Background: an optimization exercise with open tools, aiming at small area. Do not read the settings as production practice.
The RTL was checked by simulation tests, not by an equivalence proof against the original design.
Power and IR drop assume default switching activity. The flow treats the clock pin as an ideal source, which a real chip does not have.

## flow/run.sh

```bash
#!/bin/bash
# synth_recipe.tcl (not shown) runs the flow's synth.tcl, then flattens the netlist and writes it again
# the make line also repeats each setting of config.mk as NAME=value (left out here)
make -C /OpenROAD-flow-scripts/flow DESIGN_CONFIG=/design/flow/config.mk WORK_HOME=/design/flow/orfs CLKGATE_MAP_FILE= SYNTH_SCRIPT=/design/flow/synth_recipe.tcl finish
```

## flow/config.mk

```make
export PLATFORM = sky130hd
export DESIGN_NAME = morph_open
export DESIGN_NICKNAME = morph_open
export VERILOG_FILES = /design/flow/design.v
export SDC_FILE = /design/flow/constraint.sdc
export NUM_CORES = 4
export LEC_CHECK = 0
export CAP_MARGIN = 20
export CORE_MARGIN = 2
export CORE_UTILIZATION = 40
export SLEW_MARGIN = 20
```

## flow/constraint.sdc

```tcl
create_clock -name core_clock -period 5.0 [get_ports {clk}]
set_input_delay 1.0000 -clock core_clock [delete_from_list [all_inputs] [get_ports {clk}]]
set_output_delay 1.0000 -clock core_clock [all_outputs]
set_load 0.01 [all_outputs]
```

## flow/design.v

```verilog
`timescale 1ns / 1ps
module morph_open #(
    parameter IMG_H = 83
)
(
    input clk,
    input mask,
    input de_in,
    input h_sync_in,
    input v_sync_in,
    output de_out,
    output h_sync_out,
    output v_sync_out,
    output [23:0] open_out
);
localparam integer LSYNC = 4 * IMG_H + 9;                      
localparam integer LM    = 4 * IMG_H + 6;                       
localparam integer LDE   = 6 * IMG_H + 11;                      
reg [LDE-1:0]   s_de;
reg [LSYNC:0]   s_hs;
reg [LSYNC:0]   s_vs;
reg [LM-1:0]    s_m;
reg             e_r;
reg [LM-1:0]    s_e;
reg             d_r;
reg  ev;
reg  z1, z2;      
integer r, c, t;
always @(*) begin
    ev = 1'b1;
    z1 = 1'b0;
    z2 = 1'b0;
    for (r = 0; r < 5; r = r + 1)
        for (c = 0; c < 5; c = c + 1) begin
            t  = 1 + c + IMG_H * r;
            ev = ev & s_de[t];
            z2 = z2 | (z1 & ~s_m[t]);
            z1 = z1 | ~s_m[t];
        end
end
reg  dv;
reg  dor;
always @(*) begin
    dv  = 1'b1;
    dor = 1'b0;
    for (r = 0; r < 5; r = r + 1)
        for (c = 0; c < 5; c = c + 1) begin
            t   = 2 + c + IMG_H * r;
            dor = dor | s_e[t-1];
            dv  = dv & s_de[170 + t];
        end
end
always @(posedge clk) begin
    s_de <= {s_de[LDE-2:0], de_in};
    s_hs <= {s_hs[LSYNC-1:0], h_sync_in};
    s_vs <= {s_vs[LSYNC-1:0], v_sync_in};
    s_m  <= {s_m[LM-2:0], mask};
    e_r  <= ev & ~z2;
    s_e  <= {s_e[LM-2:0], e_r};
    d_r  <= dv & dor;
end
assign de_out     = s_de[LSYNC];
assign h_sync_out = s_hs[LSYNC];
assign v_sync_out = s_vs[LSYNC];
assign open_out   = {24{d_r}};
endmodule
```

==> results of run 1 <==
## cell usage after synthesis (all sizes together)
master,count
o22ai,1
a211oi,1
a32o,1
maj3,2
nor4,8
nand4,13
nand2,9
nor3,3
or4,1
nor2b,1
a31o,1
o21ai,3
o2111ai,2
dfxtp,1871
a21oi,4
buf,24
a41oi,1
nand3,3
a41o,1
and3,8
o211ai,4
and4,3
## final timing paths
| path | slack (ps) | endpoint |
|---|---|---|
| hold reg to reg | 300 | s_m[302]$_DFF_P_ |
| hold / removal | 300 | s_m[302]$_DFF_P_ |
| setup reg to reg | 3390 | e_r$_DFF_P_ |
| setup / recovery | 1890 | open_out[19] |
## cell type report
| cell class | instances | area, um2 |
|---|---|---|
| Clock buffer | 224 | 4580 |
| Fill cell | 7805 | 49400 |
| Multi-Input combinational cell | 70 | 458 |
| Clock inverter | 68 | 892 |
| Tap cell | 1265 | 1580 |
| Sequential cell | 1871 | 37500 |
| Timing Repair Buffer | 31 | 310 |
## where the power goes
| part | internal, mW | switching, mW | leakage (nW) | total [mW] |
|---|---|---|---|---|
| clock | 7.03 | 5.23 | 2.69 | 12.3 |
| sequential | 15.0 | 0.0256 | 15.1 | 15.0 |
| combinational | 0.00414 | 0.00145 | 0.264 | 0.00559 |
| total | 22.0 | 5.26 | 18.1 | 27.3 |
## state kept, by name (all words and copies together) (netlist names)
| name | flops |
|---|---|
| s_de | 509 |
| s_hs | 342 |
| s_vs | 342 |
| s_e | 338 |
| e_r | 1 |
| d_r | 1 |
| s_m | 338 |
## stage by stage
step	power (mW)	utilization	cells
after floorplan	15.3	-	1965
after global placement	15.4	0.420	3237
after detailed placement	15.4	0.420	3237
after CTS	27.7	0.478	3529
after global routing	28.3	0.478	3529
final	27.3	0.478	3529
## worst reg2reg max path: stages (launching register included)
cell and delay (ps):
dfxtp_1 440, and4_1 270, and3_4 220, nor2b_1 210, a21oi_1 60, o21ai_0 170, and3_1 180
## cell families (layout without fill, tap and decap cells)
family / after synthesis / after routing / share of synthesized area
and+or+nand+nor: 49 / 49 / 0.00785
DFF: 1871 / 1871 / 0.983
adders and majority gates: 2 / 2 / 0.000526
AOI/OAI and AO/OA: 19 / 19 / 0.00365
buffers and inverters: 24 / 323 / 0.00473
## per-layer routing
layer,GRT usage,vias up
li1,-,6482
met1,0.117,6006
met2,0.104,218
met3,0.0301,130
met4,0.0496,0
met5,0,-
==> results.yml, run 1 <==
placed_design:
  dp_hpwl_um: 17000
  preCtsSetupSlack_ps: 2610
  portBuffers: 31
  gp_congestion: 0.685
  placed_area_um2: 39800
sta:
  hold_ws_ps: 296
  min_period_over_period: 0.621
  rsz0062_at_grt: "no"
  setup_slack_ps: 1890
  fin_crit_ps: 3110
  worstMarginPinSlew_ps: 615
  tns_ps: 0
  max-slew-margin-rel: 0.589
  finClkSkew_ps: 31.3
  hold_viol: 0
  setup_viol: 0
  slew_viol_final: 0
  fmax_mhz: 322
detailed_routing:
  drc: 0
  drt_wl_total_um: 38300
  wl_met2_um: 14400
  top_layer_used: "met4"
  vias: 12836
  wire_per_inst_um: 10.9
  viasPerCell: 3.64
  drt-met1-wl_um: 20500
  drtIter0Drc: 596
  drt_pre_antenna_iters: 4
  met3_length_um: 1900
  ant_nets: 0
floorplanning:
  rows: 113
  die_y_um: 313
  fp.dieArea_um2: 97700
  ioPinCount: 32
  die_x_um: 313
  core_region_area_um2: 94700
  start_util: 0.402
global_routing:
  grt_usage: 0.0818
  grt_pass1_wl_um: 66200
  grt_pass1_vias: 13385
  antenna_found_initial: 1
  grt.overflow.total: 0
  grt_max_degree: 25
critical_path:
  rr_startpoint: "s_m[2]$_DFF_P_"
  worst_setup_path_start_kind: "register"
  cp-startpoint: "d_r$_DFF_P_"
  max_stage_delay_ps: 710
  worstPathCellList: "clkdlybuf4s50_1"
  crit_cells: 1
  path_buf_inv: 1
  cpLargestDelayFamily: "flip-flops"
  crit_slowest_cell: "dfxtp_1"
  cp-end-kind: "output port"
  worstPathArrival_ps: 2110
  crit_required_ps: 4000
  critPathMaxFanout: 24
  criticalPathCategory: "register to output port"
  r2r_cells: 6
logic_synthesis:
  yosysTopAreaCellShare: 0.983
  yosys_warnings: 1
  avgSynthCellArea_um2: 19.4
  synth_area_leaders: "dfxtp_1 98%, buf_4 0.47%, nand4_1 0.21%"
  ys_types: 27
  synthesis.area_um2: 38100
  syn_nets: 1970
  synth_area_leader_cell: "dfxtp_1"
  ys_ff_latch: 1871
  syn_inst: 1965
  seq_area_frac_synth: 0.983
clock_network:
  ctsLongestPathBuffers: 3
  clk_latency_ps: 730
  cts.hold.buffers_added: 0
  cts_htree_levels: 4
  post_cts_resized: 0
  tritoncts: "yes"
  cts_made_buffers: 159
  clk_pin_slew_worst_paths_ps: 60
  cts.sinks: 1871
  clockRootBuffer: "clkbuf_16"
  post-cts-setup-buffers: 0
layout:
  layout_common_cells: "1871 x dfxtp_1, 160 x clkbuf_16, 35 x clkinv_2"
  postLayoutCellArea_um2: 45300
  finalNetCount: 2138
  insertedDiodeCount: 0
  drive_gt1_frac: 0.118
  synthToLayoutAreaGrowth_pct: 18.9
  final_common_cell: "dfxtp_1"
pwr:
  p_per_area_nw_per_um2: 603
  ir_worst_vdd_uv: 320
  leakagePower_nw: 18.1
outcome:
  status: "no timing/DRC/antenna violations"
hold_path:
  worst_hold_path_type: "register to register"
  hold_path_depth: 0
  hold_path_startpoint: "s_m[301]$_DFF_P_"
job:
  max-cap-violations: 0
==> run 2, diff against run 1 <==
--- a/flow/config.mk
+++ b/flow/config.mk
@@ -8,4 +8,6 @@
 export CAP_MARGIN = 20
 export CORE_MARGIN = 2
-export CORE_UTILIZATION = 40
+export CORE_UTILIZATION = 70
+export CTS_BUF_LIST = sky130_fd_sc_hd__clkbuf_8
+export PLACE_DENSITY = 0.75
 export SLEW_MARGIN = 20
==> results.yml, run 2 <==
pwr:
  ir_worst_vdd_uv: 418
  p_per_area_nw_per_um2: 584
  leakagePower_nw: 18.3
sta:
  min_period_over_period: 0.640
  fin_crit_ps: 3200
  setup_viol: 0
  tns_ps: 0
  finClkSkew_ps: 26.2
  worstMarginPinSlew_ps: 638
  slew_viol_final: 0
  hold_viol: 0
  fmax_mhz: 312
  hold_ws_ps: 304
  rsz0062_at_grt: "no"
  max-slew-margin-rel: 0.574
logic_synthesis:
  synth.most_common_cell: "dfxtp_1"
  synthesis.area_um2: 38100
  yosys_warnings: 1
  synth_area_leader_cell: "dfxtp_1"
  synthFlopType: "dfxtp_1"
  synth_area_leaders: "dfxtp_1 98%, buf_4 0.47%, nand4_1 0.21%"
  ys_ff_latch: 1871
  ys_types: 27
  avgSynthCellArea_um2: 19.4
  syn_nets: 1970
  yosysTopAreaCellShare: 0.983
  synthTopCellsByCount: "1871 x dfxtp_1, 24 x buf_4, 13 x nand4_1"
  syn_inst: 1965
  postSynth.asyncResetShare: 0
  synth_edf_count: 0
  seq_area_frac_synth: 0.983
clock_network:
  post-cts-setup-buffers: 0
  clockRootBuffer: "clkbuf_8"
  clk_latency_ps: 820
  ctsLongestPathBuffers: 3
  cts_made_buffers: 238
  cts.sinks: 1871
  cts_htree_levels: 4
  tritoncts: "yes"
  cts.hold.buffers_added: 0
  clk_pin_slew_worst_paths_ps: 70
  post_cts_resized: 0
global_routing:
  grt.overflow.total: 0
  grt_pass1_vias: 14462
  grt_usage: 0.157
  grt_max_degree: 25
  antenna_found_initial: 0
  grt_pass1_wl_um: 70800
layout:
  finalNetCount: 2217
  largest-register: "s_de"
  seq_area_um2: 37500
  drive_gt1_frac: 0.144
  multi_input_area_um2: 458
  largest_reg_flops: 509
  final_common_cell: "dfxtp_1"
  postLayoutCellArea_um2: 44000
  final_util: 0.818
  nFillCells: 2506
  layout_common_cells: "1871 x dfxtp_1, 320 x clkbuf_8, 95 x inv_1"
  synthToLayoutAreaGrowth_pct: 15.6
  insertedDiodeCount: 0
  top_regs: "s_de: 509 flops, s_hs: 342 flops, s_vs: 342 flops"
detailed_routing:
  ant_nets: 0
  vias: 13135
  wire_per_inst_um: 13.1
  drt_wl_total_um: 40800
  drt_pre_antenna_iters: 4
  viasPerCell: 4.23
  drtIter0Drc: 500
  drc: 0
floorplanning:
  rows: 85
  die_x_um: 237
  start_util: 0.708
  core_region_area_um2: 53800
  die_y_um: 237
  ioPinCount: 32
  fp.dieArea_um2: 56300
placed_design:
  placed_area_um2: 39100
  portBuffers: 31
  gp_congestion: 0.720
  dp_hpwl_um: 17200
critical_path:
  crit_required_ps: 4000
  cp-end-kind: "output port"
  worst_setup_path_start_kind: "register"
  critPathMaxFanout: 24
  worstPathArrival_ps: 2200
  crit_slowest_cell: "dfxtp_1"
  path_buf_inv: 1
  cpLargestDelayFamily: "flip-flops"
  criticalPathCategory: "register to output port"
  max_stage_delay_ps: 730
  worstPathCellList: "clkdlybuf4s50_1"
job:
  max-cap-violations: 0
outcome:
  status: "no timing/DRC/antenna violations"
hold_path:
  worst_hold_path_type: "register to register"
-- run 2: cell families (layout without fill, tap and decap cells) --
family	after synthesis	after routing	share of synthesized area
flip-flops	1871	1871	0.983
AND/OR/NAND/NOR	49	49	0.00785
buffers and inverters	24	469	0.00473
AO/OA/AOI/OAI	19	19	0.00365
adder cells (fa/ha/maj)	2	2	0.000526
-- run 2: per-stage QoR --
stage | setup WS, ps | total power [mW] | cells
after floorplan | 3120 | 15.3 | 1965
after global placement | 2690 | 15.3 | 2668
after detailed placement | 2630 | 15.4 | 2668
after CTS | 1650 | 26.0 | 3106
after global routing | 1610 | 26.7 | 3106
final | 1800 | 25.7 | 3106
-- run 2: power by group --
part           leakage (nW)  total (mW)  internal [mW]  switching (mW)
Sequential             15.1        15.0           15.0          0.0257
Clock                  2.90        10.7           5.78            4.93
Combinational         0.264     0.00591        0.00417         0.00174
Total                  18.3        25.7           20.8            4.96
-- run 2: worst paths after layout --
| kind | cells past startpoint | endpoint | slack (ps) | start |
|---|---|---|---|---|
| worst max-delay path | 1 | open_out[7] | 1800 | d_r$_DFF_P_ |
| worst min register to register | 0 | s_m[77]$_DFF_P_ | 300 | s_m[76]$_DFF_P_ |
| worst max register to register | 6 | e_r$_DFF_P_ | 3360 | s_m[2]$_DFF_P_ |
| worst min-delay path | 0 | s_m[77]$_DFF_P_ | 300 | s_m[76]$_DFF_P_ |
-- run 2: layout make-up --
type | count | share of cell area
tap | 696 | 0.0198
multi-input combinational | 70 | 0.0104
clock inverter | 118 | 0.0122
timing repair buffer | 31 | 0.00705
sequential | 1871 | 0.851
clock buffer | 320 | 0.100
-- run 2: per-layer routing --
layer	global-route usage	routed length [um]	vias to the layer above
met4	0.0856	935	0
met2	0.215	17200	208
met5	0	0	-
li1	-	-	6686
met3	0.0541	1670	79
met1	0.220	21000	6162
==> run 3, diff against run 2 <==
--- a/flow/config.mk
+++ b/flow/config.mk
@@ -8,6 +8,8 @@
 export CAP_MARGIN = 20
 export CORE_MARGIN = 2
-export CORE_UTILIZATION = 70
-export CTS_BUF_LIST = sky130_fd_sc_hd__clkbuf_8
-export PLACE_DENSITY = 0.75
+export CORE_UTILIZATION = 80
+export CTS_BUF_LIST = sky130_fd_sc_hd__clkbuf_4 sky130_fd_sc_hd__clkbuf_8
+export CTS_CLUSTER_DIAMETER = 60
+export CTS_CLUSTER_SIZE = 30
+export PLACE_DENSITY = 0.85
 export SLEW_MARGIN = 20
==> results.yml, run 3 <==
floorplanning:
  die_y_um: 222
  die_x_um: 222
  start_util: 0.815
  rows: 79
  ioPinCount: 32
outcome:
  haltStage: "3_5_place_dp"
  status: "did not finish"
  error: "Error: detail_place.tcl, 38 bad optional access"
logic_synthesis:
  postSynth.asyncResetShare: 0
  ys_types: 27
  syn_nets: 1970
  synthFlopType: "dfxtp_1"
  seq_area_frac_synth: 0.983
  synth_edf_count: 0
  ys_ff_latch: 1871
  syn_inst: 1965
  synthesis.area_um2: 38100
  yosys_warnings: 1
  synth_area_leaders: "dfxtp_1 98%, buf_4 0.47%, nand4_1 0.21%"
  avgSynthCellArea_um2: 19.4
  synthTopCellsByCount: "1871 x dfxtp_1, 24 x buf_4, 13 x nand4_1"
  synth_area_leader_cell: "dfxtp_1"
  yosysTopAreaCellShare: 0.983
  synth.most_common_cell: "dfxtp_1"
placed_design:
  portBuffers: 31
  gp_congestion: 0.700
## run 3: cell counts after synthesis
No cell type changed its count.
## run 3: cell families after synthesis
kind of cell,share of synthesized area
compound gates,0.00365
fa+ha+maj,0.000526
buf+inv,0.00473
flops,0.983
simple gates,0.00785
## run 3: worst max-delay path by stage
stage                    from          end  slack (ps)  depth (start not counted)
global placement  d_r$_DFF_P_  open_out[4]        2690                          1
floorplan         d_r$_DFF_P_  open_out[0]        3120                          1
## run 3: power by group through the flow
stage,clock [mW],combinational [mW],sequential (mW)
after floorplan,0,0.00224,15.3
after global placement,0,0.00537,15.3
## run 3: metrics by stage
| step | hold WS, ps | cell area, um2 |
|---|---|---|
| global placement | 310 | 39000 |
| floorplan | 310 | 38100 |
==> run 4, diff against run 3 <==
==> flow/flow/run.sh (new file) <==
#!/bin/bash
# The standard layout, with a leaner clock tree (no dummy loads, larger sink
# clusters, clkbuf_16 only) and the smallest buffer on each port.
set -euo pipefail
export CTS_ARGS="-sink_clustering_enable -repair_clock_nets -dont_use_dummy_load -sink_clustering_size 32 -sink_clustering_max_diameter 100 -buf_list sky130_fd_sc_hd__clkbuf_16"
export BUFFER_PORTS_ARGS="-buffer_cell sky130_fd_sc_hd__buf_1"
bash standard.sh > standard.log 2>&1
==> flow/standard.sh (new file) <==
#!/bin/bash
# synth_recipe.tcl (not shown) runs the flow's synth.tcl, then flattens the netlist and writes it again
# the make line also repeats each setting of config.mk as NAME=value (left out here)
make -C /OpenROAD-flow-scripts/flow DESIGN_CONFIG=/design/flow/config.mk WORK_HOME=/design/flow/orfs CLKGATE_MAP_FILE= SYNTH_SCRIPT=/design/flow/synth_recipe.tcl "${@:-finish}"
==> flow/config.mk (replaced) <==
export PLATFORM = sky130hd
export DESIGN_NAME = morph_open
export DESIGN_NICKNAME = morph_open
export VERILOG_FILES = /design/flow/design.v
export SDC_FILE = /design/flow/constraint.sdc
export NUM_CORES = 4
export LEC_CHECK = 0
export CAP_MARGIN = 20
export CORE_MARGIN = 2
export CORE_UTILIZATION = 82
export PLACE_DENSITY = 0.86
export SLEW_MARGIN = 20
removed: flow/run.sh
==> results.yml, run 4 <==
logic_synthesis:
  synth_area_leaders: "dfxtp_1 98%, buf_4 0.47%, nand4_1 0.21%"
  seq_area_frac_synth: 0.983
  synthFlopType: "dfxtp_1"
  synthTopCellsByCount: "1871 x dfxtp_1, 24 x buf_4, 13 x nand4_1"
  synth_fa_ha_area_frac: 0.000526
  synth.most_common_cell: "dfxtp_1"
  avgSynthCellArea_um2: 19.4
  postSynth.asyncResetShare: 0
  ys_ff_latch: 1871
  yosys_warnings: 1
  synth_top_family_by_area: "simple AND/OR/NAND/NOR gates"
  synth_area_leader_cell: "dfxtp_1"
  synth-compound-area-share: 0.00365
  syn_nets: 1970
  synthMuxAreaShare: 0
  yosysTopAreaCellShare: 0.983
  syn_inst: 1965
  synthesis.area_um2: 38100
  synth-xor-area-share: 0
  synthSimpleGateAreaFrac: 0.00785
  ys_types: 27
  synth_edf_count: 0
floorplanning:
  rows: 78
  ioPinCount: 32
  start_util: 0.836
  die_y_um: 220
  die_x_um: 220
placed_design:
  portBuffers: 31
  gp_congestion: 0.703
outcome:
  haltStage: "3_5_place_dp"
  error: "Error: detail_place.tcl, 38 bad optional access"
  status: "did not finish"
[run 4: cell counts after synthesis]
Identical to the previous run, type by type.
[run 4: kinds of logic after synthesis]
family          Yosys count
buf+inv                  24
simple gates             49
flops                  1871
compound gates           19
fa+ha+maj                 2
[run 4: worst max path at each step]
| stage | startpoint | end | slack, ps | cells after the start |
|---|---|---|---|---|
| floorplan | d_r$_DFF_P_ | open_out[0] | 3120 | 1 |
| global placement | d_r$_DFF_P_ | open_out[13] | 3140 | 1 |
[run 4: power by group through the flow]
stage                   combinational [mW]  sequential (mW)  clock (mW)
after floorplan                    0.00224             15.3           0
after global placement             0.00340             15.3           0
[run 4: metrics by stage]
step           hold slack [ps]  worst slack, ps  power, mW  cell area [um2]  std cells
2_1_floorplan              310             3120       15.3            38100       1965
3_3_place_gp               310             3140       15.3            38800       2572
==> run 5, diff against run 4 <==
==> flow/flow/run.sh (replaced) <==
#!/bin/bash
# The standard layout, with a leaner clock tree (no dummy loads, larger sink
# clusters, clkbuf_16 only) and the smallest buffer on each port.
set -euo pipefail
export CTS_ARGS="-sink_clustering_enable -repair_clock_nets -dont_use_dummy_load -sink_clustering_size 30 -sink_clustering_max_diameter 100 -buf_list sky130_fd_sc_hd__clkbuf_16"
export BUFFER_PORTS_ARGS="-buffer_cell sky130_fd_sc_hd__buf_1"
bash standard.sh > standard.log 2>&1
--- a/flow/config.mk
+++ b/flow/config.mk
@@ -8,5 +8,5 @@
 export CAP_MARGIN = 20
 export CORE_MARGIN = 2
-export CORE_UTILIZATION = 82
-export PLACE_DENSITY = 0.86
+export CORE_UTILIZATION = 85
+export PLACE_DENSITY = 0.9
 export SLEW_MARGIN = 20
==> results.yml, run 5 <==
placed_design:
  gp_congestion: 0.702
  portBuffers: 31
logic_synthesis:
  synth_area_leader_cell: "dfxtp_1"
  syn_nets: 1970
  synth_area_leaders: "dfxtp_1 98%, buf_4 0.47%, nand4_1 0.21%"
  avgSynthCellArea_um2: 19.4
  yosys_warnings: 1
  ys_types: 27
  synth.most_common_cell: "dfxtp_1"
  postSynth.asyncResetShare: 0
  synth_edf_count: 0
  syn_inst: 1965
  seq_area_frac_synth: 0.983
  yosysTopAreaCellShare: 0.983
  ys_ff_latch: 1871
  synthFlopType: "dfxtp_1"
  synthTopCellsByCount: "1871 x dfxtp_1, 24 x buf_4, 13 x nand4_1"
  synthesis.area_um2: 38100
outcome:
  error: "Error: detail_place.tcl, 38 bad optional access"
  status: "did not finish"
  haltStage: "3_5_place_dp"
floorplanning:
  die_y_um: 216
  start_util: 0.861
  rows: 77
  ioPinCount: 32
  die_x_um: 216
run 5: cells by family after synthesis:
| logic type | Yosys count | synth area share |
|---|---|---|
| DFF | 1871 | 0.983 |
| and+or+nand+nor | 49 | 0.00785 |
| buffers and inverters | 24 | 0.00473 |
| AOI/OAI and AO/OA | 19 | 0.00365 |
| adders and majority gates | 2 | 0.000526 |
run 5: power groups by stage:
stage / combinational [mW] / clock (mW) / sequential [mW]
floorplan: 0.00224 / 0 / 15.3
global placement: 0.00338 / 0 / 15.3
run 5: stage by stage:
step                    power [mW]  hold slack, ps
after global placement        15.3             311
after floorplan               15.3             310
run 5: worst max path at each step:
stage,startpoint,end,slack [ps],cells past startpoint
global placement,d_r$_DFF_P_,open_out[17],3140,1
floorplan,d_r$_DFF_P_,open_out[0],3120,1
==> run 6, diff against run 5 <==
==> flow/flow/run.sh (replaced) <==
#!/bin/bash
# The standard layout, with a leaner clock tree (no dummy loads, larger sink
# clusters, clkbuf_16 only) and the smallest buffer on each port.
set -euo pipefail
export CTS_ARGS="-sink_clustering_enable -repair_clock_nets -dont_use_dummy_load -sink_clustering_size 26 -sink_clustering_max_diameter 60 -buf_list sky130_fd_sc_hd__buf_12"
export BUFFER_PORTS_ARGS="-buffer_cell sky130_fd_sc_hd__buf_1"
bash standard.sh > standard.log 2>&1
--- a/flow/config.mk
+++ b/flow/config.mk
@@ -8,5 +8,5 @@
 export CAP_MARGIN = 20
 export CORE_MARGIN = 2
-export CORE_UTILIZATION = 85
-export PLACE_DENSITY = 0.9
+export CORE_UTILIZATION = 75
+export PLACE_DENSITY = 0.8
 export SLEW_MARGIN = 20
==> results.yml, run 6 <==
outcome:
  status: "did not finish"
  haltStage: "4_1_cts"
  error: "[ERROR DPL-0033] detailed placement checks failed during check placement."
floorplanning:
  rows: 82
  start_util: 0.759
  ioPinCount: 32
  die_y_um: 229
  die_x_um: 229
logic_synthesis:
  postSynth.asyncResetShare: 0
  synth_edf_count: 0
  ys_types: 27
  seq_area_frac_synth: 0.983
  syn_inst: 1965
  synth.most_common_cell: "dfxtp_1"
  avgSynthCellArea_um2: 19.4
  synthTopCellsByCount: "1871 x dfxtp_1, 24 x buf_4, 13 x nand4_1"
  ys_ff_latch: 1871
  synth_area_leader_cell: "dfxtp_1"
  yosys_warnings: 1
  synth_area_leaders: "dfxtp_1 98%, buf_4 0.47%, nand4_1 0.21%"
  yosysTopAreaCellShare: 0.983
  synthesis.area_um2: 38100
  syn_nets: 1970
  synthFlopType: "dfxtp_1"
placed_design:
  gp_congestion: 0.727
  portBuffers: 31
  placed_cells: 2644
  dp_hpwl_um: 19000
clock_network:
  cts_htree_levels: 3
  ctsLongestPathBuffers: 3
  post_cts_resized: 0
  cts.hold.buffers_added: 0
  cts.sinks: 1871
  clockRootBuffer: "buf_12"
  cts_made_buffers: 81
  post-cts-setup-buffers: 0
==> run 6: cell counts after synthesis <==
No cell type changed its count.
==> run 6: per-stage QoR <==
stage	hold slack, ps	cell area (um2)	setup slack, ps	utilization
floorplan	310	38100	3120	-
global placement	310	38900	3140	0.775
detailed placement	312	38900	3100	0.775
==> run 6: power by group through the flow <==
stage	Combinational, mW	Clock (mW)	Sequential (mW)
floorplan	0.00224	0	15.3
global placement	0.00343	0	15.3
detailed placement	0.00399	0	15.3
==> run 6: how the worst max path moves through the flow <==
stage / start / end / slack (ps) / cells after the start
2_1_floorplan: d_r$_DFF_P_ / open_out[0] / 3120 / 1
3_3_place_gp: d_r$_DFF_P_ / open_out[13] / 3140 / 1
3_5_place_dp: d_r$_DFF_P_ / open_out[20] / 3100 / 1
==> run 6: kinds of logic after synthesis <==
| kind of cell | after synthesis | synth area share |
|---|---|---|
| and+or+nand+nor | 49 | 0.00785 |
| DFF | 1871 | 0.983 |
| AOI/OAI and AO/OA | 19 | 0.00365 |
| buffers and inverters | 24 | 0.00473 |
| adders and majority gates | 2 | 0.000526 |
==> run 7, diff against run 6 <==
--- a/flow/config.mk
+++ b/flow/config.mk
@@ -8,5 +8,5 @@
 export CAP_MARGIN = 20
 export CORE_MARGIN = 2
-export CORE_UTILIZATION = 75
-export PLACE_DENSITY = 0.8
+export CORE_UTILIZATION = 68
+export PLACE_DENSITY = 0.72
 export SLEW_MARGIN = 20
==> results.yml, run 7 <==
logic_synthesis:
  syn_inst: 1965
  seq_area_frac_synth: 0.983
  syn_nets: 1970
  postSynth.asyncResetShare: 0
  synth_area_leader_cell: "dfxtp_1"
  ys_ff_latch: 1871
  synth_edf_count: 0
  synth.most_common_cell: "dfxtp_1"
  yosysTopAreaCellShare: 0.983
  synthFlopType: "dfxtp_1"
  synthTopCellsByCount: "1871 x dfxtp_1, 24 x buf_4, 13 x nand4_1"
  synthesis.area_um2: 38100
  ys_types: 27
  avgSynthCellArea_um2: 19.4
  yosys_warnings: 1
  synth_area_leaders: "dfxtp_1 98%, buf_4 0.47%, nand4_1 0.21%"
layout:
  largest-register: "s_de"
  instances_no_fill: 2801
  final_util: 0.735
  nFillCells: 3264
  top_regs: "s_de: 509 flops, s_hs: 342 flops, s_vs: 342 flops"
  final_common_cell: "dfxtp_1"
  postLayoutCellArea_um2: 40600
  synthToLayoutAreaGrowth_pct: 6.55
  largest_reg_flops: 509
  finalNetCount: 2060
  multi_input_area_um2: 458
  drive_gt1_frac: 0.0419
  seq_area_um2: 37500
  insertedDiodeCount: 0
  layout_common_cells: "1871 x dfxtp_1, 81 x buf_12, 31 x buf_1"
critical_path:
  cpLargestDelayFamily: "flip-flops"
  cp-end-kind: "output port"
  path_buf_inv: 1
  reg2reg_setup_slack_ps: 3350
  crit_required_ps: 4000
  criticalPathCategory: "register to output port"
  worst_setup_path_start_kind: "register"
  max_stage_delay_ps: 690
  critPathMaxFanout: 24
  crit_slowest_cell: "dfxtp_1"
  worstPathArrival_ps: 1460
  worstPathCellList: "buf_1"
sta:
  worstMarginPinSlew_ps: 572
  min_period_over_period: 0.493
  slew_viol_final: 0
  finClkSkew_ps: 29.0
  hold_viol: 0
  setup_viol: 0
  max-slew-margin-rel: 0.618
  tns_ps: 0
  fmax_mhz: 406
  rsz0062_at_grt: "no"
  fin_crit_ps: 2460
clock_network:
  post-cts-setup-buffers: 0
  cts_htree_levels: 3
  post_cts_resized: 0
  cts.sinks: 1871
  cts_made_buffers: 81
  clk_pin_slew_worst_paths_ps: 90
  tritoncts: "yes"
  cts.hold.buffers_added: 0
  ctsLongestPathBuffers: 3
  clk_latency_ps: 570
  clockRootBuffer: "buf_12"
pwr:
  leakagePower_nw: 16.1
  ir_worst_vdd_uv: 350
  p_per_area_nw_per_um2: 531
global_routing:
  grt_pass1_wl_um: 59400
  antenna_found_initial: 0
  grt_pass1_vias: 11911
  grt_usage: 0.127
  grt_max_degree: 27
  grt.overflow.total: 0
placed_design:
  placed_area_um2: 39000
  dp_hpwl_um: 16000
  placed_cells: 2720
  gp_congestion: 0.702
  portBuffers: 31
outcome:
  status: "no timing/DRC/antenna violations"
detailed_routing:
  wire_per_inst_um: 12.5
  drc: 0
  drtIter0Drc: 511
  viasPerCell: 4.25
  drt_wl_total_um: 34900
  ant_nets: 0
  vias: 11910
  drt_pre_antenna_iters: 4
floorplanning:
  fp.dieArea_um2: 57900
  start_util: 0.690
  die_x_um: 241
  core_region_area_um2: 55200
  die_y_um: 241
  ioPinCount: 32
  rows: 86
job:
  max-cap-violations: 0
hold_path:
  worst_hold_path_type: "register to register"
==> run 7: cell counts after synthesis <==
Identical to the previous run, type by type.
==> run 7: layer usage <==
metal  global-route usage  share of wire
met5                    0              0
met4               0.0527          0.032
met3               0.0332          0.037
met2                0.165           0.36
met1                0.203           0.57
==> run 7: logic make-up (layout without fill, tap and decap cells) <==
kind of cell             after synthesis  count (layout)  synth area share
AND/OR/NAND/NOR                       49              49           0.00785
AO/OA/AOI/OAI                         19              19           0.00365
flip-flops                          1871            1871             0.983
buffers and inverters                 24             112           0.00473
adder cells (fa/ha/maj)                2               2          0.000526
==> run 7: worst paths after layout <==
kind	cells after the start	start	end
setup / recovery	1	d_r$_DFF_P_	open_out[2]
hold reg to reg	0	s_e[216]$_DFF_P_	s_e[217]$_DFF_P_
hold / removal	0	s_e[216]$_DFF_P_	s_e[217]$_DFF_P_
setup reg to reg	6	s_m[2]$_DFF_P_	e_r$_DFF_P_
==> run 7: stage by stage <==
| step | setup WS (ps) | total power [mW] | hold slack [ps] |
|---|---|---|---|
| 4_1_cts | 2460 | 21.8 | 314 |
| 6_report | 2540 | 21.5 | 313 |
| 3_3_place_gp | 3140 | 15.3 | 310 |
| 3_5_place_dp | 3090 | 15.3 | 312 |
| 2_1_floorplan | 3120 | 15.3 | 310 |
| 5_1_grt | 2280 | 22.3 | 312 |
==> run 7: cell type report <==
type / count / area share
clock buffers: 81 / 0.0400
multi-input cells: 70 / 0.0113
flip-flops and latches: 1871 / 0.923
well taps: 748 / 0.0231
repair buffers: 31 / 0.00287
==> run 7: report_power, final <==
group	switching, mW	internal (mW)	total (mW)
combinational	0.00166	0.00216	0.00382
sequential	0.0252	15.0	15.0
clock	4.00	2.54	6.53
total	4.02	17.5	21.5
==> run 8, diff against run 7 <==
==> flow/flow/run.sh (replaced) <==
#!/bin/bash
# The standard layout, with a leaner clock tree (no dummy loads, larger sink
# clusters, clkbuf_16 only) and the smallest buffer on each port.
set -euo pipefail
export CTS_ARGS="-sink_clustering_enable -repair_clock_nets -dont_use_dummy_load -sink_clustering_size 35 -sink_clustering_max_diameter 100 -buf_list {sky130_fd_sc_hd__buf_12 sky130_fd_sc_hd__clkbuf_16} -root_buf sky130_fd_sc_hd__clkbuf_16 -tree_buf sky130_fd_sc_hd__clkbuf_16 -sink_clustering_buffer sky130_fd_sc_hd__buf_12"
export BUFFER_PORTS_ARGS="-buffer_cell sky130_fd_sc_hd__buf_1"
bash standard.sh > standard.log 2>&1
==> results.yml, run 8 <==
critical_path:
  crit_slowest_cell: "dfxtp_1"
  criticalPathCategory: "register to output port"
  path_buf_inv: 1
  reg2reg_setup_slack_ps: 3350
  critPathMaxFanout: 24
  max_stage_delay_ps: 700
  crit_required_ps: 4000
  r2r_cells: 6
  reg2reg_to: "e_r$_DFF_P_"
  cp-end-kind: "output port"
  worstSetupEndpoint: "open_out[2]"
  crit_cells: 1
  worstPathArrival_ps: 1540
  worstPathCellList: "buf_1"
  cpLargestDelayFamily: "flip-flops"
  cp-startpoint: "d_r$_DFF_P_"
  worst_setup_path_start_kind: "register"
  rr_startpoint: "s_m[2]$_DFF_P_"
clock_network:
  post_cts_resized: 0
  cts.hold.buffers_added: 0
  post-cts-setup-buffers: 0
  clk_pin_slew_worst_paths_ps: 120
  clk_latency_ps: 630
  cts.sinks: 1871
  clockRootBuffer: "clkbuf_16"
  cts_made_buffers: 59
  ctsLongestPathBuffers: 3
  cts_htree_levels: 2
  tritoncts: "yes"
sta:
  worstMarginPinSlew_ps: 573
  rsz0062_at_grt: "no"
  slew_viol_final: 0
  min_period_over_period: 0.508
  setup_viol: 0
  tns_ps: 0
  finClkSkew_ps: 40.8
  fin_crit_ps: 2540
  hold_viol: 0
  max-slew-margin-rel: 0.618
  fmax_mhz: 393
layout:
  insertedDiodeCount: 0
  nFillCells: 3311
  largest_reg_flops: 509
  final_common_cell: "dfxtp_1"
  drive_gt1_frac: 0.0315
  top_regs: "s_de: 509 flops, s_hs: 342 flops, s_vs: 342 flops"
  finalNetCount: 2038
  synthToLayoutAreaGrowth_pct: 5.46
  largest-register: "s_de"
  postLayoutCellArea_um2: 40200
  layout_common_cells: "1871 x dfxtp_1, 54 x buf_12, 31 x buf_1"
pwr:
  leakagePower_nw: 15.9
  ir_worst_vdd_uv: 396
  p_per_area_nw_per_um2: 515
floorplanning:
  die_y_um: 241
  core_region_area_um2: 55200
  ioPinCount: 32
  fp.dieArea_um2: 57900
  start_util: 0.690
  die_x_um: 241
  rows: 86
logic_synthesis:
  ys_types: 27
  syn_inst: 1965
  synthTopCellsByCount: "1871 x dfxtp_1, 24 x buf_4, 13 x nand4_1"
  synth_area_leaders: "dfxtp_1 98%, buf_4 0.47%, nand4_1 0.21%"
  yosysTopAreaCellShare: 0.983
  synth_area_leader_cell: "dfxtp_1"
  yosys_warnings: 1
  postSynth.asyncResetShare: 0
  seq_area_frac_synth: 0.983
  ys_ff_latch: 1871
  synthesis.area_um2: 38100
  synth.most_common_cell: "dfxtp_1"
  synth_edf_count: 0
  avgSynthCellArea_um2: 19.4
  synthFlopType: "dfxtp_1"
  syn_nets: 1970
detailed_routing:
  drc: 0
  viasPerCell: 4.20
  drt_pre_antenna_iters: 4
  drt_wl_total_um: 34400
  drtIter0Drc: 518
  ant_nets: 0
  wire_per_inst_um: 12.4
  vias: 11664
job:
  max-cap-violations: 0
global_routing:
  grt_pass1_vias: 11538
  grt_pass1_wl_um: 58000
  grt_max_degree: 36
  antenna_found_initial: 0
  grt.overflow.total: 0
  grt_usage: 0.123
hold_path:
  hold_path_startpoint: "s_de[40]$_DFF_P_"
  worst_hold_path_type: "register to register"
placed_design:
  dp_hpwl_um: 16000
  portBuffers: 31
  placed_area_um2: 39000
  gp_congestion: 0.702
outcome:
  status: "no timing/DRC/antenna violations"
run 8: cell counts after synthesis:
Identical to the previous run, type by type.
run 8: how the worst min path moves through the flow:
stage                              endpoint  slack, ps  cells past startpoint
after CTS                  s_de[58]$_DFF_P_        280                      0
after floorplan           s_de[100]$_DFF_P_        310                      0
final                      s_de[41]$_DFF_P_        280                      0
after global routing       s_de[58]$_DFF_P_        280                      0
after detailed placement  s_de[284]$_DFF_P_        310                      0
after global placement      s_m[84]$_DFF_P_        310                      0
run 8: cell families after synthesis:
family	count (synthesis)	share of synthesized area
buf+inv	24	0.00473
flops	1871	0.983
fa+ha+maj	2	0.000526
compound gates	19	0.00365
simple gates	49	0.00785
run 8: cell type report:
cell class	instances	area [um2]	share of cell area
repair buffers	31	116	0.00290
multi-input cells	70	458	0.0114
well taps	748	936	0.0233
flip-flops and latches	1871	37500	0.932
clock buffers	59	1210	0.0300
run 8: metal layers:
layer | up-vias | GRT usage | routed length, um
met3 | 69 | 0.0254 | 1180
met1 | 5345 | 0.203 | 20100
met2 | 108 | 0.157 | 12200
met5 | - | 0 | 0
li1 | 6142 | - | -
met4 | 0 | 0.0476 | 1000
run 8: power breakdown:
group / switching, mW / leakage, nW / internal [mW]
sequential: 0.0252 / 15.1 / 15.0
clock: 3.82 / 0.569 / 1.86
combinational: 0.00151 / 0.168 / 0.00216
total: 3.85 / 15.9 / 16.8
run 8: stage by stage:
step	power, mW	instances	hold WS (ps)	setup slack (ps)	util
4_1_cts	20.9	2779	282	2380	0.728
2_1_floorplan	15.3	1965	310	3120	-
3_5_place_dp	15.3	2720	312	3090	0.706
5_1_grt	21.4	2779	281	2200	0.728
3_3_place_gp	15.3	2720	310	3140	0.706
6_report	20.7	2779	282	2460	0.728
==> run 9, diff against run 8 <==
==> flow/flow/run.sh (replaced) <==
#!/bin/bash
# The standard layout, with a leaner clock tree (no dummy loads, larger sink
# clusters, clkbuf_16 only) and the smallest buffer on each port.
set -euo pipefail
export CTS_ARGS="-sink_clustering_enable -repair_clock_nets -dont_use_dummy_load -sink_clustering_size 30 -sink_clustering_max_diameter 100 -buf_list {sky130_fd_sc_hd__buf_12 sky130_fd_sc_hd__clkbuf_16} -root_buf sky130_fd_sc_hd__clkbuf_16 -tree_buf sky130_fd_sc_hd__clkbuf_16 -sink_clustering_buffer sky130_fd_sc_hd__buf_12"
export BUFFER_PORTS_ARGS="-buffer_cell sky130_fd_sc_hd__buf_1"
bash standard.sh > standard.log 2>&1
--- a/flow/config.mk
+++ b/flow/config.mk
@@ -8,5 +8,5 @@
 export CAP_MARGIN = 20
 export CORE_MARGIN = 2
-export CORE_UTILIZATION = 68
-export PLACE_DENSITY = 0.72
+export CORE_UTILIZATION = 75
+export PLACE_DENSITY = 0.8
 export SLEW_MARGIN = 20
==> results.yml, run 9 <==
outcome:
  status: "did not finish"
  haltStage: "4_1_cts"
  error: "[ERROR DPL-0033] detailed placement checks failed during check placement."
floorplanning:
  die_x_um: 229
  ioPinCount: 32
  start_util: 0.759
  rows: 82
  die_y_um: 229
logic_synthesis:
  synth_edf_count: 0
  seq_area_frac_synth: 0.983
  synth_area_leaders: "dfxtp_1 98%, buf_4 0.47%, nand4_1 0.21%"
  synth_area_leader_cell: "dfxtp_1"
  syn_nets: 1970
  synth.most_common_cell: "dfxtp_1"
  avgSynthCellArea_um2: 19.4
  synthFlopType: "dfxtp_1"
  yosys_warnings: 1
  ys_ff_latch: 1871
  yosysTopAreaCellShare: 0.983
  postSynth.asyncResetShare: 0
  ys_types: 27
  syn_inst: 1965
  synthTopCellsByCount: "1871 x dfxtp_1, 24 x buf_4, 13 x nand4_1"
  synthesis.area_um2: 38100
placed_design:
  dp_hpwl_um: 19000
  portBuffers: 31
  gp_congestion: 0.727
clock_network:
  cts.sinks: 1871
  cts_htree_levels: 3
  clockRootBuffer: "clkbuf_16"
  post_cts_resized: 0
  post-cts-setup-buffers: 0
  ctsLongestPathBuffers: 3
  cts.hold.buffers_added: 0
  cts_made_buffers: 72
==> run 9: cell counts after synthesis <==
Identical to the previous run, type by type.
==> run 9: worst max-delay path by stage <==
stage	cells past startpoint	from	end	slack (ps)
after detailed placement	1	d_r$_DFF_P_	open_out[20]	3100
after floorplan	1	d_r$_DFF_P_	open_out[0]	3120
after global placement	1	d_r$_DFF_P_	open_out[13]	3140
==> run 9: cells by family after synthesis <==
kind of cell,after synthesis,synth area share
AO/OA/AOI/OAI,19,0.00365
adder cells (fa/ha/maj),2,0.000526
buffers and inverters,24,0.00473
AND/OR/NAND/NOR,49,0.00785
flip-flops,1871,0.983
==> run 9: metrics by stage <==
stage | instances | hold WS (ps) | setup WS, ps | instance area, um2
detailed placement | 2644 | 312 | 3100 | 38900
global placement | 2644 | 310 | 3140 | 38900
floorplan | 1965 | 310 | 3120 | 38100
==> run 9: power by group through the flow <==
stage	combinational, mW	clock (mW)	sequential [mW]
floorplan	0.00224	0	15.3
global placement	0.00343	0	15.3
detailed placement	0.00399	0	15.3
==> run 10, diff against run 9 <==
--- a/flow/config.mk
+++ b/flow/config.mk
@@ -8,5 +8,5 @@
 export CAP_MARGIN = 20
 export CORE_MARGIN = 2
-export CORE_UTILIZATION = 75
-export PLACE_DENSITY = 0.8
+export CORE_UTILIZATION = 68
+export PLACE_DENSITY = 0.72
 export SLEW_MARGIN = 20
==> results.yml, run 10 <==
outcome:
  status: "no timing/DRC/antenna violations"
critical_path:
  crit_required_ps: 4000
  path_buf_inv: 1
  max_stage_delay_ps: 700
  worst_setup_path_start_kind: "register"
  worstPathArrival_ps: 1510
  criticalPathCategory: "register to output port"
  worstPathCellList: "buf_1"
  crit_slowest_cell: "dfxtp_1"
  critPathMaxFanout: 24
  cp-end-kind: "output port"
  r2r_cells: 6
  crit_cells: 1
  cpLargestDelayFamily: "flip-flops"
logic_synthesis:
  synthTopCellsByCount: "1871 x dfxtp_1, 24 x buf_4, 13 x nand4_1"
  postSynth.asyncResetShare: 0
  synth_area_leader_cell: "dfxtp_1"
  synth_edf_count: 0
  seq_area_frac_synth: 0.983
  synthesis.area_um2: 38100
  synth.most_common_cell: "dfxtp_1"
  synthFlopType: "dfxtp_1"
  yosys_warnings: 1
  ys_ff_latch: 1871
  syn_nets: 1970
  yosysTopAreaCellShare: 0.983
  syn_inst: 1965
  ys_types: 27
  avgSynthCellArea_um2: 19.4
  synth_area_leaders: "dfxtp_1 98%, buf_4 0.47%, nand4_1 0.21%"
pwr:
  ir_worst_vdd_uv: 392
  p_per_area_nw_per_um2: 525
  leakagePower_nw: 16.0
clock_network:
  post-cts-setup-buffers: 0
  clockRootBuffer: "clkbuf_16"
  cts.hold.buffers_added: 0
  ctsLongestPathBuffers: 3
  clk_latency_ps: 600
  cts_htree_levels: 3
  tritoncts: "yes"
  clk_pin_slew_worst_paths_ps: 110
  cts.sinks: 1871
  post_cts_resized: 0
  cts_made_buffers: 72
layout:
  drive_gt1_frac: 0.0377
  largest_reg_flops: 509
  finalNetCount: 2051
  top_regs: "s_de: 509 flops, s_hs: 342 flops, s_vs: 342 flops"
  insertedDiodeCount: 0
  nFillCells: 3255
  instances_no_fill: 2792
  layout_common_cells: "1871 x dfxtp_1, 63 x buf_12, 31 x buf_1"
  final_common_cell: "dfxtp_1"
  synthToLayoutAreaGrowth_pct: 6.19
  largest-register: "s_de"
  postLayoutCellArea_um2: 40500
sta:
  tns_ps: 0
  setup_viol: 0
  hold_viol: 0
  rsz0062_at_grt: "no"
  slew_viol_final: 0
  min_period_over_period: 0.503
  worstMarginPinSlew_ps: 573
  max-slew-margin-rel: 0.618
  fmax_mhz: 398
  fin_crit_ps: 2510
  setup_slack_ps: 2490
  finClkSkew_ps: 43.9
hold_path:
  hold_path_depth: 0
  worst_hold_path_type: "register to register"
global_routing:
  grt_pass1_vias: 11789
  antenna_found_initial: 0
  grt.overflow.total: 0
  grt_usage: 0.126
  grt_max_degree: 31
  grt_pass1_wl_um: 59000
detailed_routing:
  ant_nets: 0
  drt_wl_total_um: 34900
  drt_pre_antenna_iters: 4
  drc: 0
  vias: 11819
  viasPerCell: 4.23
  wire_per_inst_um: 12.5
  drtIter0Drc: 512
floorplanning:
  start_util: 0.690
  core_region_area_um2: 55200
  fp.dieArea_um2: 57900
  rows: 86
  ioPinCount: 32
  die_x_um: 241
  die_y_um: 241
placed_design:
  placed_area_um2: 39000
  portBuffers: 31
  gp_congestion: 0.702
  placed_cells: 2720
  preCtsSetupSlack_ps: 3090
  dp_hpwl_um: 16000
job:
  max-cap-violations: 0
run 10: cell type report:
type | count | area (um2) | share of cell area
clock buffers | 72 | 1490 | 0.0367
well taps | 748 | 936 | 0.0231
flip-flops and latches | 1871 | 37500 | 0.926
repair buffers | 31 | 116 | 0.00288
multi-input cells | 70 | 458 | 0.0113
run 10: metrics by stage:
step,power [mW],utilization,hold WS [ps]
3_3_place_gp,15.3,0.706,310
6_report,21.2,0.733,276
4_1_cts,21.4,0.733,280
5_1_grt,21.9,0.733,276
3_5_place_dp,15.3,0.706,312
2_1_floorplan,15.3,-,310
run 10: path summary, 6_finish.rpt:
kind	from	endpoint	slack [ps]
max	d_r$_DFF_P_	open_out[2]	2490
max reg2reg	s_m[2]$_DFF_P_	e_r$_DFF_P_	3340
min	s_de[40]$_DFF_P_	s_de[41]$_DFF_P_	280
min reg2reg	s_de[40]$_DFF_P_	s_de[41]$_DFF_P_	280
run 10: power by group:
part / total [mW] / internal, mW / switching, mW
Combinational: 0.00384 / 0.00216 / 0.00169
Sequential: 15.0 / 15.0 / 0.0252
Clock: 6.23 / 2.31 / 3.92
Total: 21.2 / 17.3 / 3.95
run 10: per-layer routing:
layer | vias to the layer above | track usage | share of wire
li1 | 6175 | - | -
met1 | 5444 | 0.203 | 0.57
met2 | 123 | 0.164 | 0.36
met3 | 77 | 0.0333 | 0.036
met4 | 0 | 0.0450 | 0.030
met5 | - | 0 | 0
run 10: kinds of logic (layout without fill, tap and decap cells):
family	count (synthesis)	in the layout	share of synthesized area
flip-flops	1871	1871	0.983
buffers and inverters	24	103	0.00473
adder cells (fa/ha/maj)	2	2	0.000526
AND/OR/NAND/NOR	49	49	0.00785
AO/OA/AOI/OAI	19	19	0.00365
==> run 11, diff against run 10 <==
--- a/flow/design.v
+++ b/flow/design.v
@@ -24,31 +24,30 @@
 reg [LM-1:0]    s_e;
 reg             d_r;
-reg  ev;
-reg  z1, z2;      
-integer r, c, t;
-always @(*) begin
-    ev = 1'b1;
-    z1 = 1'b0;
-    z2 = 1'b0;
-    for (r = 0; r < 5; r = r + 1)
-        for (c = 0; c < 5; c = c + 1) begin
-            t  = 1 + c + IMG_H * r;
-            ev = ev & s_de[t];
-            z2 = z2 | (z1 & ~s_m[t]);
-            z1 = z1 | ~s_m[t];
+wire [24:0] ewin_de, ewin_m, dwin_e, dwin_de;
+genvar gr, gc;
+generate
+    for (gr = 0; gr < 5; gr = gr + 1) begin : g_r
+        for (gc = 0; gc < 5; gc = gc + 1) begin : g_c
+            assign ewin_de[5*gr+gc] = s_de[1 + gc + IMG_H * gr];
+            assign ewin_m[5*gr+gc]  = s_m[1 + gc + IMG_H * gr];
+            assign dwin_e[5*gr+gc]  = s_e[1 + gc + IMG_H * gr];
+            assign dwin_de[5*gr+gc] = s_de[172 + gc + IMG_H * gr];
         end
-end
-reg  dv;
-reg  dor;
-always @(*) begin
-    dv  = 1'b1;
-    dor = 1'b0;
-    for (r = 0; r < 5; r = r + 1)
-        for (c = 0; c < 5; c = c + 1) begin
-            t   = 2 + c + IMG_H * r;
-            dor = dor | s_e[t-1];
-            dv  = dv & s_de[170 + t];
-        end
-end
+    end
+endgenerate
+wire [4:0] r_any, c_any;
+generate
+    for (gr = 0; gr < 5; gr = gr + 1) begin : g_rc
+        assign r_any[gr] = ~&ewin_m[5*gr +: 5];
+        assign c_any[gr] = ~(ewin_m[gr] & ewin_m[gr+5] & ewin_m[gr+10] & ewin_m[gr+15] & ewin_m[gr+20]);
+    end
+endgenerate
+function amo5(input [4:0] a);
+    amo5 = ~((a[0] & (a[1] | a[2] | a[3] | a[4])) | (a[1] & (a[2] | a[3] | a[4])) | (a[2] & (a[3] | a[4])) | (a[3] & a[4]));
+endfunction
+wire ev = &ewin_de;
+wire z2 = ~(amo5(r_any) & amo5(c_any));
+wire dv = &dwin_de;
+wire dor = |dwin_e;
 always @(posedge clk) begin
     s_de <= {s_de[LDE-2:0], de_in};
==> flow/flow/run.sh (replaced) <==
#!/bin/bash
# The standard layout, with a leaner clock tree (no dummy loads, larger sink
# clusters, clkbuf_16 only) and the smallest buffer on each port.
set -euo pipefail
export CTS_ARGS="-sink_clustering_enable -repair_clock_nets -dont_use_dummy_load -sink_clustering_size 36 -sink_clustering_max_diameter 100 -buf_list {sky130_fd_sc_hd__buf_12 sky130_fd_sc_hd__clkbuf_16} -root_buf sky130_fd_sc_hd__clkbuf_16 -tree_buf sky130_fd_sc_hd__clkbuf_16 -sink_clustering_buffer sky130_fd_sc_hd__buf_12"
export BUFFER_PORTS_ARGS="-buffer_cell sky130_fd_sc_hd__buf_1"
bash standard.sh > standard.log 2>&1
==> results.yml, run 11 <==
pwr:
  p_comb_frac: 0
  finalPower_mw: 20.6
  switching_share: 0.186
  seqPwrFrac: 0.727
  p_per_area_nw_per_um2: 515
  p_int_mw: 16.8
  p_switching_mw: 3.84
  clkPwrFrac: 0.272
  ir_worst_vdd_uv: 354
  leakagePower_nw: 15.8
sta:
  max-slew-margin-rel: 0.607
  hold_viol: 0
  setup_slack_ps: 2420
  rsz0062_at_grt: "no"
  fin_crit_ps: 2580
  min_period_over_period: 0.515
  worstMarginPinSlew_ps: 588
  finClkSkew_ps: 11.9
  slew_viol_final: 0
  setup_viol: 0
  fmax_mhz: 388
  tns_ps: 0
detailed_routing:
  wire_per_inst_um: 12.5
  drt_wl_total_um: 34600
  drc: 0
  drtIter0Drc: 536
  ant_nets: 0
  drt_pre_antenna_iters: 4
  vias: 11734
  viasPerCell: 4.23
critical_path:
  crit_slowest_cell: "dfxtp_1"
  r2r_cells: 3
  critPathMaxFanout: 24
  rr_startpoint: "s_e[5]$_DFF_P_"
  worstPathArrival_ps: 1580
  cp-end-kind: "output port"
  worstPathCellList: "buf_1"
  crit_cells: 1
  path_buf_inv: 1
  worstSetupEndpoint: "open_out[4]"
  crit_required_ps: 4000
  criticalPathCategory: "register to output port"
  cp-startpoint: "d_r$_DFF_P_"
  reg2reg_to: "d_r$_DFF_P_"
  cpLargestDelayFamily: "flip-flops"
  reg2reg_setup_slack_ps: 3550
  max_stage_delay_ps: 720
  worst_setup_path_start_kind: "register"
clock_network:
  cts.sinks: 1871
  clk_latency_ps: 630
  post-cts-setup-buffers: 0
  cts_htree_levels: 2
  cts.hold.buffers_added: 0
  clk_pin_slew_worst_paths_ps: 120
  tritoncts: "yes"
  cts_made_buffers: 57
  ctsLongestPathBuffers: 3
  clockRootBuffer: "clkbuf_16"
  post_cts_resized: 0
logic_synthesis:
  ys_types: 19
  synth_edf_count: 0
  syn_inst: 1960
  yosysTopAreaCellShare: 0.985
  synth_area_leader_cell: "dfxtp_1"
  synth.most_common_cell: "dfxtp_1"
  syn_nets: 1965
  synthesis.area_um2: 38000
  seq_area_frac_synth: 0.985
  synthFlopType: "dfxtp_1"
  postSynth.asyncResetShare: 0
  avgSynthCellArea_um2: 19.4
  synth_area_leaders: "dfxtp_1 99%, buf_4 0.47%, nand4_1 0.16%"
  yosys_warnings: 1
  ys_ff_latch: 1871
  synthTopCellsByCount: "1871 x dfxtp_1, 24 x buf_4, 13 x nand2_1"
floorplanning:
  start_util: 0.689
  rows: 86
  die_y_um: 240
  ioPinCount: 32
  core_region_area_um2: 55200
  fp.dieArea_um2: 57800
  die_x_um: 240
layout:
  layout_common_cells: "1871 x dfxtp_1, 52 x buf_12, 31 x buf_1"
  finalNetCount: 2031
  largest_reg_flops: 509
  final_common_cell: "dfxtp_1"
  insertedDiodeCount: 0
  drive_gt1_frac: 0.0311
  largest-register: "s_de"
  synthToLayoutAreaGrowth_pct: 5.36
  top_regs: "s_de: 509 flops, s_hs: 342 flops, s_vs: 342 flops"
  nFillCells: 3423
hold_path:
  worst_hold_path_type: "register to register"
job:
  max-cap-violations: 0
global_routing:
  grt_max_degree: 37
  grt_pass1_vias: 11845
  antenna_found_initial: 0
  grt_usage: 0.124
  grt_pass1_wl_um: 58500
  grt.overflow.total: 0
placed_design:
  gp_congestion: 0.725
  dp_hpwl_um: 16400
  preCtsSetupSlack_ps: 3080
  portBuffers: 31
outcome:
  status: "no timing/DRC/antenna violations"
run 11: power groups by stage:
stage | combinational (mW) | clock (mW) | sequential (mW)
detailed placement | 0.00185 | 0 | 15.3
global placement | 0.00162 | 0 | 15.3
global route | 0.00202 | 6.27 | 15.0
floorplan | 0.000615 | 0 | 15.3
CTS | 0.00183 | 5.80 | 15.0
finish | 0.00179 | 5.62 | 15.0
run 11: routing by layer:
metal / wire (um) / track usage
met1: 19600 / 0.199
met2: 12800 / 0.166
met3: 1200 / 0.0297
met4: 894 / 0.0390
met5: 0 / 0
run 11: how the worst min path moves through the flow:
stage / start / endpoint / slack, ps / cells after the start
2_1_floorplan: s_de[99]$_DFF_P_ / s_de[100]$_DFF_P_ / 310 / 0
3_3_place_gp: s_vs[87]$_DFF_P_ / s_vs[88]$_DFF_P_ / 310 / 0
3_5_place_dp: s_de[129]$_DFF_P_ / s_de[130]$_DFF_P_ / 310 / 0
4_1_cts: s_de[228]$_DFF_P_ / s_de[229]$_DFF_P_ / 340 / 0
5_1_grt: s_de[230]$_DFF_P_ / s_de[231]$_DFF_P_ / 330 / 0
6_report: s_de[226]$_DFF_P_ / s_de[227]$_DFF_P_ / 330 / 0
run 11: final cells by class:
class / instances / area, um2 / area share
Clock buffer: 57 / 1170 / 0.0291
Sequential cell: 1871 / 37500 / 0.935
Multi-Input combinational cell: 65 / 373 / 0.00931
Timing Repair Buffer: 31 / 116 / 0.00291
Tap cell: 748 / 936 / 0.0234
run 11: kinds of logic after synthesis:
kind of cell / after synthesis / share of synthesized area
compound gates: 6 / 0.00135
buf+inv: 24 / 0.00474
simple gates: 58 / 0.00820
flops: 1871 / 0.985
fa+ha+maj: 1 / 0.000263
run 11: through the flow:
| step | area, um2 | util | hold slack (ps) | instances |
|---|---|---|---|---|
| 3_3_place_gp | 38900 | 0.704 | 311 | 2715 |
| 4_1_cts | 40000 | 0.725 | 336 | 2772 |
| 3_5_place_dp | 38900 | 0.704 | 312 | 2715 |
| 6_report | 40000 | 0.725 | 331 | 2772 |
| 5_1_grt | 40000 | 0.725 | 335 | 2772 |
| 2_1_floorplan | 38000 | - | 310 | 1960 |
==> run 12, diff against run 11 <==
==> flow/flow/run.sh (replaced) <==
#!/bin/bash
# The standard layout, with a leaner clock tree (no dummy loads, larger sink
# clusters, clkbuf_16 only) and the smallest buffer on each port.
set -euo pipefail
export CTS_ARGS="-sink_clustering_enable -repair_clock_nets -dont_use_dummy_load -sink_clustering_size 34 -sink_clustering_max_diameter 100 -buf_list {sky130_fd_sc_hd__buf_12 sky130_fd_sc_hd__clkbuf_16} -root_buf sky130_fd_sc_hd__clkbuf_16 -tree_buf sky130_fd_sc_hd__clkbuf_16 -sink_clustering_buffer sky130_fd_sc_hd__buf_12"
export BUFFER_PORTS_ARGS="-buffer_cell sky130_fd_sc_hd__buf_1"
bash standard.sh > standard.log 2>&1
==> results.yml, run 12 <==
critical_path:
  crit_cells: 1
  cp-startpoint: "d_r$_DFF_P_"
  criticalPathCategory: "register to output port"
  worstPathArrival_ps: 1570
  cp-end-kind: "output port"
  crit_required_ps: 4000
  worstPathCellList: "buf_1"
  rr_startpoint: "s_e[86]$_DFF_P_"
  cpLargestDelayFamily: "flip-flops"
  max_stage_delay_ps: 710
  crit_slowest_cell: "dfxtp_1"
  worst_setup_path_start_kind: "register"
  r2r_cells: 3
  critPathMaxFanout: 24
  path_buf_inv: 1
sta:
  hold_viol: 0
  finClkSkew_ps: 74.8
  slew_viol_final: 0
  max-slew-margin-rel: 0.610
  tns_ps: 0
  setup_slack_ps: 2430
  worstMarginPinSlew_ps: 584
  rsz0062_at_grt: "no"
  fin_crit_ps: 2570
  setup_viol: 0
  min_period_over_period: 0.515
  fmax_mhz: 389
floorplanning:
  fp.dieArea_um2: 57800
  start_util: 0.689
  core_region_area_um2: 55200
  rows: 86
  die_y_um: 240
  die_x_um: 240
  ioPinCount: 32
logic_synthesis:
  yosys_warnings: 1
  synth.most_common_cell: "dfxtp_1"
  ys_types: 19
  syn_nets: 1965
  avgSynthCellArea_um2: 19.4
  synth_area_leader_cell: "dfxtp_1"
  ys_ff_latch: 1871
  synth_area_leaders: "dfxtp_1 99%, buf_4 0.47%, nand4_1 0.16%"
  postSynth.asyncResetShare: 0
  synthFlopType: "dfxtp_1"
  synthesis.area_um2: 38000
  synth_edf_count: 0
  seq_area_frac_synth: 0.985
  syn_inst: 1960
  synthTopCellsByCount: "1871 x dfxtp_1, 24 x buf_4, 13 x nand2_1"
  yosysTopAreaCellShare: 0.985
placed_design:
  portBuffers: 31
  placed_cells: 2715
  preCtsSetupSlack_ps: 3080
  placed_area_um2: 38900
  dp_hpwl_um: 16400
  gp_congestion: 0.725
clock_network:
  cts_made_buffers: 61
  clk_pin_slew_worst_paths_ps: 120
  clk_latency_ps: 630
  cts.sinks: 1871
  ctsLongestPathBuffers: 3
  post-cts-setup-buffers: 0
  cts.hold.buffers_added: 0
  cts_htree_levels: 2
  tritoncts: "yes"
  post_cts_resized: 0
  clockRootBuffer: "clkbuf_16"
global_routing:
  grt_usage: 0.124
  grt_pass1_vias: 11835
  grt_pass1_wl_um: 58500
  grt_max_degree: 35
  antenna_found_initial: 0
  grt.overflow.total: 0
layout:
  largest_reg_flops: 509
  insertedDiodeCount: 0
  postLayoutCellArea_um2: 40100
  layout_common_cells: "1871 x dfxtp_1, 56 x buf_12, 31 x buf_1"
  finalNetCount: 2035
  final_common_cell: "dfxtp_1"
  seq_area_um2: 37500
  top_regs: "s_de: 509 flops, s_hs: 342 flops, s_vs: 342 flops"
  synthToLayoutAreaGrowth_pct: 5.57
  largest-register: "s_de"
  drive_gt1_frac: 0.0330
  final_util: 0.727
  instances_no_fill: 2776
  nFillCells: 3395
  multi_input_area_um2: 373
detailed_routing:
  viasPerCell: 4.21
  drt_pre_antenna_iters: 4
  drc: 0
  drtIter0Drc: 491
  wire_per_inst_um: 12.4
  ant_nets: 0
  vias: 11699
  drt_wl_total_um: 34400
pwr:
  clkPwrFrac: 0.277
  p_comb_frac: 0
  switching_share: 0.186
  seqPwrFrac: 0.723
  p_per_area_nw_per_um2: 517
  leakagePower_nw: 15.8
  p_switching_mw: 3.85
  ir_worst_vdd_uv: 384
  p_int_mw: 16.9
job:
  max-cap-violations: 0
outcome:
  status: "no timing/DRC/antenna violations"
hold_path:
  worst_hold_path_type: "register to register"
  hold_path_startpoint: "s_de[20]$_DFF_P_"
  hold_path_depth: 0
run 12: cell types whose count changed in the layout (fill, tap and decap cells not counted):
| cell | previous run | this run |
|---|---|---|
| buf_12 | 52 | 56 |
run 12: power groups by stage:
stage	Sequential (mW)	Combinational, mW	Clock (mW)
finish	15.0	0.00177	5.75
global route	15.0	0.00202	6.42
CTS	15.0	0.00183	5.93
detailed placement	15.3	0.00185	0
global placement	15.3	0.00162	0
floorplan	15.3	0.000615	0
run 12: path summary, 6_finish.rpt:
| kind | to | slack (ps) |
|---|---|---|
| setup reg to reg | d_r$_DFF_P_ | 3550 |
| setup / recovery | open_out[4] | 2430 |
| hold / removal | s_de[21]$_DFF_P_ | 240 |
| hold reg to reg | s_de[21]$_DFF_P_ | 240 |
run 12: final cells by class:
| class | count | share of cell area |
|---|---|---|
| sequential | 1871 | 0.933 |
| timing repair buffer | 31 | 0.00290 |
| tap | 748 | 0.0233 |
| clock buffer | 61 | 0.0311 |
| multi-input combinational | 65 | 0.00929 |
run 12: cell families after synthesis:
family | share of synthesized area
flip-flops | 0.985
AND/OR/NAND/NOR | 0.00820
buffers and inverters | 0.00474
AO/OA/AOI/OAI | 0.00135
adder cells (fa/ha/maj) | 0.000263
run 12: through the flow:
stage | hold slack (ps) | power [mW]
3_5_place_dp | 312 | 15.3
4_1_cts | 246 | 20.9
2_1_floorplan | 310 | 15.3
6_report | 240 | 20.7
5_1_grt | 245 | 21.4
3_3_place_gp | 311 | 15.3
run 12: layer usage:
layer | vias to the layer above | share of wire | wire, um | global-route usage
met4 | 0 | 0.021 | 723 | 0.0358
met2 | 93 | 0.37 | 12800 | 0.165
met5 | - | 0 | 0 | 0
met1 | 5453 | 0.57 | 19600 | 0.200
met3 | 59 | 0.037 | 1270 | 0.0325
li1 | 6094 | - | - | -

## static timing again, ports no longer ideal
How much do the figures lean on ideal ports? The routed layouts below were timed once more, with nothing changed but the port constraints. Step 1 assumes that a clkbuf_16 drives the clock port and a buf_2 every other input. Step 2 moves the port delays by t, midway between the first and last clock arrival at a register: inputs arrive t later, outputs are due t later. That takes back most of the time a late clock gives input paths. Slacks: ideal ports / drivers / drivers and shift; pairs: ideal ports / drivers.
run | t (ns) | slack for setup (ns) | clock arrival spread, ns
run 1 | 0.776 | 1.894 / 1.836 / 2.612 | 0.045 / 0.045
run 2 | 0.861 | 1.799 / 1.746 / 2.606 | 0.033 / 0.033
run 7 | 0.622 | 2.537 / 2.475 / 3.097 | 0.035 / 0.034
run 8 | 0.671 | 2.458 / 2.400 / 3.071 | 0.051 / 0.051
run 10 | 0.645 | 2.486 / 2.425 / 3.070 | 0.047 / 0.047
run 11 | 0.680 | 2.424 / 2.368 / 3.048 | 0.018 / 0.019
run 12 | 0.650 | 2.427 / 2.371 / 3.021 | 0.085 / 0.086
After both steps every run listed still meets setup and hold.
